This is an optimization exercise on Yosys and OpenROAD, whose aim is small area, not a production implementation. Power is estimated from default activity; no workload was simulated.

run a:
==> flow/design.v (excerpt) <==
module inc_cond_mppt (
    input wire clk,
    input wire reset,
    input wire start,
    input wire [15:0] voltage_in,
    input wire [15:0] current_in,
    output wire [15:0] duty_cycle,
    output reg mpp_found,
    output wire [15:0] power_out
);
    reg [7:0] duty_hi;    
    reg       duty_mid;   
    reg       duty_lo;    
    assign duty_cycle = {2'b00, duty_hi, {5{duty_mid}}, duty_lo};
    reg calc, upd;
    reg [15:0] v_prev, i_prev;
    always @(posedge clk) begin
        v_prev <= voltage_in;
        i_prev <= current_in;
    end
    wire i_eq = current_in == i_prev;
    wire i_ge = current_in >= i_prev;
    wire v_ge = voltage_in >= v_prev;
    wire up = ~(i_ge ^ v_ge);
    wire step = calc & ~i_eq;
    wire [7:0] m = ~(duty_hi ^ {8{up}});
    wire [8:0] t;
    assign t[0] = 1'b1;
    genvar k;
    generate for (k = 0; k < 8; k = k + 1) begin : g_t
        assign t[k+1] = t[k] & m[k];
    end endgenerate
    wire sat = t[8];                        
    wire lo_zero = (duty_hi == 8'd1) & ~duty_lo;  
    wire set_l = sat | (~up & lo_zero);
    always @(posedge clk or posedge reset) begin
        if (reset) begin
            calc <= 1'b0;
            upd <= 1'b0;
            duty_hi <= 8'h80;
            duty_mid <= 1'b0;
            duty_lo <= 1'b0;
            mpp_found <= 1'b0;
        end else begin
            calc <= ~calc & ~upd & start;
            upd <= calc;
            if (calc)
                mpp_found <= i_eq;
  ...
Size: ~710 cells after synthesis, roughly 68 I/O pins, ~7000 sq um of cells after synthesis.
==> flow/config.mk <==
export PLATFORM = sky130hd
export DESIGN_NAME = inc_cond_mppt
export DESIGN_NICKNAME = inc_cond_mppt
export VERILOG_FILES = /design/flow/design.v
export SDC_FILE = /design/flow/constraint.sdc
export NUM_CORES = 4
export LEC_CHECK = 0
export CAP_MARGIN = 20
export CORE_MARGIN = 2
export CORE_UTILIZATION = 40
export SLEW_MARGIN = 20
==> flow/constraint.sdc <==
create_clock -name core_clock -period 10.0 [get_ports {clk}]
set_input_delay 2.0000 -clock core_clock [delete_from_list [all_inputs] [get_ports {clk}]]
set_output_delay 2.0000 -clock core_clock [all_outputs]
set_load 0.01 [all_outputs]
standard.sh (not shown) runs the stock make flow with config.mk's settings and CLKGATE_MAP_FILE= SYNTH_SCRIPT=/design/flow/synth_recipe.tcl, a recipe that flattens the netlist after the stock synthesis.
==> flow/flow/run.sh <==
#!/bin/bash
# Layout flow: the standard ORFS flow, except that
#  - the adder cells mfa/mha of the RTL are mapped straight onto the
#    sky130 full/half adder cells (map.py), and Yosys's own full-adder
#    extraction is off (the design's adders are already explicit),
#  - ABC uses an area-oriented mapping script (abc.script),
#  - port buffers use the smallest buffer cell.
# Each tool's output goes to a log in this folder (make.log, orfs/logs/).
set -euo pipefail
W=$(pwd)
F=$W/flow
python3 $F/map.py $W/design.v $W/design_mapped.v
sed "s#^\(\s*\)log_cmd abc {\*}\$abc_args#\1log_cmd abc {*}[lreplace \$abc_args 1 1 $F/abc.script]#" \
  $FLOW_HOME/scripts/synth.tcl > $W/flow_synth.tcl
grep -q "lreplace" $W/flow_synth.tcl
sed "s#source \$::env(SCRIPTS_DIR)/synth.tcl#source $W/flow_synth.tcl#" $W/synth_recipe.tcl > $W/flow_synth_recipe.tcl
grep -q "flow_synth.tcl" $W/flow_synth_recipe.tcl
sed "s#^export VERILOG_FILES = .*#export VERILOG_FILES = $W/design_mapped.v#" $W/config.mk > $W/flow_config.mk
source $F/settings.sh
make -C $FLOW_HOME DESIGN_CONFIG=$W/flow_config.mk WORK_HOME=$W/orfs CLKGATE_MAP_FILE= \
  SYNTH_SCRIPT=$W/flow_synth_recipe.tcl ADDER_MAP_FILE= \
  "${MAKE_ARGS[@]}" finish > $W/make.log 2>&1
: # left out here: write the final layout as DEF
==> flow/flow/abc.script <==
strash
&get -n
&fraig -x
&put
scorr
dc2
strash
&get -n
&dch -f
&nf
&put
topo
stime -c
==> flow/flow/map.py <==
#!/usr/bin/env python3
# Replace the bodies of the adder modules mfa/mha with sky130 cells.
import re, sys
src = open(sys.argv[1]).read()
cells = {
    'mfa': "  sky130_fd_sc_hd__fa_1 u (.A(a), .B(b), .CIN(c), .SUM(s), .COUT(co));\n",
    'mha': "  sky130_fd_sc_hd__ha_1 u (.A(a), .B(b), .SUM(s), .COUT(co));\n",
}
def rep(m):
    name, ports = m.group(1), m.group(2)
    if name in cells:
        return f"module {name}({ports});\n{cells[name]}endmodule"
    return m.group(0)
out = re.sub(r"module\s+(\w+)\s*\(([^;]*?)\);(.*?)endmodule", rep, src, flags=re.S)
open(sys.argv[2], 'w').write(out)
==> flow/flow/settings.sh <==
MAKE_ARGS=(CAP_MARGIN=20 CORE_MARGIN=2 CORE_UTILIZATION=40 SLEW_MARGIN=20
"BUFFER_PORTS_ARGS=-buffer_cell sky130_fd_sc_hd__buf_2"
"CTS_BUF_LIST=sky130_fd_sc_hd__clkbuf_8"
"MIN_BUF_CELL_AND_PORTS=sky130_fd_sc_hd__buf_1 A X"
"GPL_TIMING_DRIVEN=0"
)
--- input diff run a..run b ---
diff --git a/flow/flow/settings.sh b/flow/flow/settings.sh
--- a/flow/flow/settings.sh
+++ b/flow/flow/settings.sh
@@ -3,4 +3,3 @@
 "CTS_BUF_LIST=sky130_fd_sc_hd__clkbuf_8"
 "MIN_BUF_CELL_AND_PORTS=sky130_fd_sc_hd__buf_1 A X"
-"GPL_TIMING_DRIVEN=0"
 )
Against run a as the reference, run b delivers a higher overall via count from detail_route.
Run b vs. run a: total chip power higher; area added between synthesis and finish higher; sequential element share of the synthesized area roughly the same; final clock period utilization by the worst path lower; setup slack higher.
Of the two candidates, run a has the worse worst hold margin and run b the better one.
Taking run a as the reference, in run b met3 layer wire length in the routed design now smaller, count of fill cells added during filler insertion shows an increase of 42.
Function was not checked in any run of this note: the RTL went through the layout flow alone.

[what the ideal ports hide]
The flow's constraints put no driver on any port. The routed layouts listed below were extracted and timed again, unchanged, in two steps.
Step 1 assumes that a clkbuf_16 drives the clock port and a buf_2 every other input.
Step 2 times the ports against the registers' clock, not the clock port: input delays grow and output delays shrink by t, the midpoint of the rising clock arrivals with the driver on.
Slacks: ideal / step 1 / step 2; pairs: ideal / step 1.
| run | t (ns) | setup slack, ns | worst setup path at the end | cell pins on the clock port's net |
|---|---|---|---|---|
| run a | 0.322 | 0.495 / 0.473 / 0.473 | input to output | 1 |
| run b | 0.315 | 0.512 / 0.491 / 0.491 | input to output | 1 |
After both steps every run listed still meets setup and hold. The setup slack of run a, which loses most, moves by -0.022 ns with the drivers and by -0.022 ns with both steps.
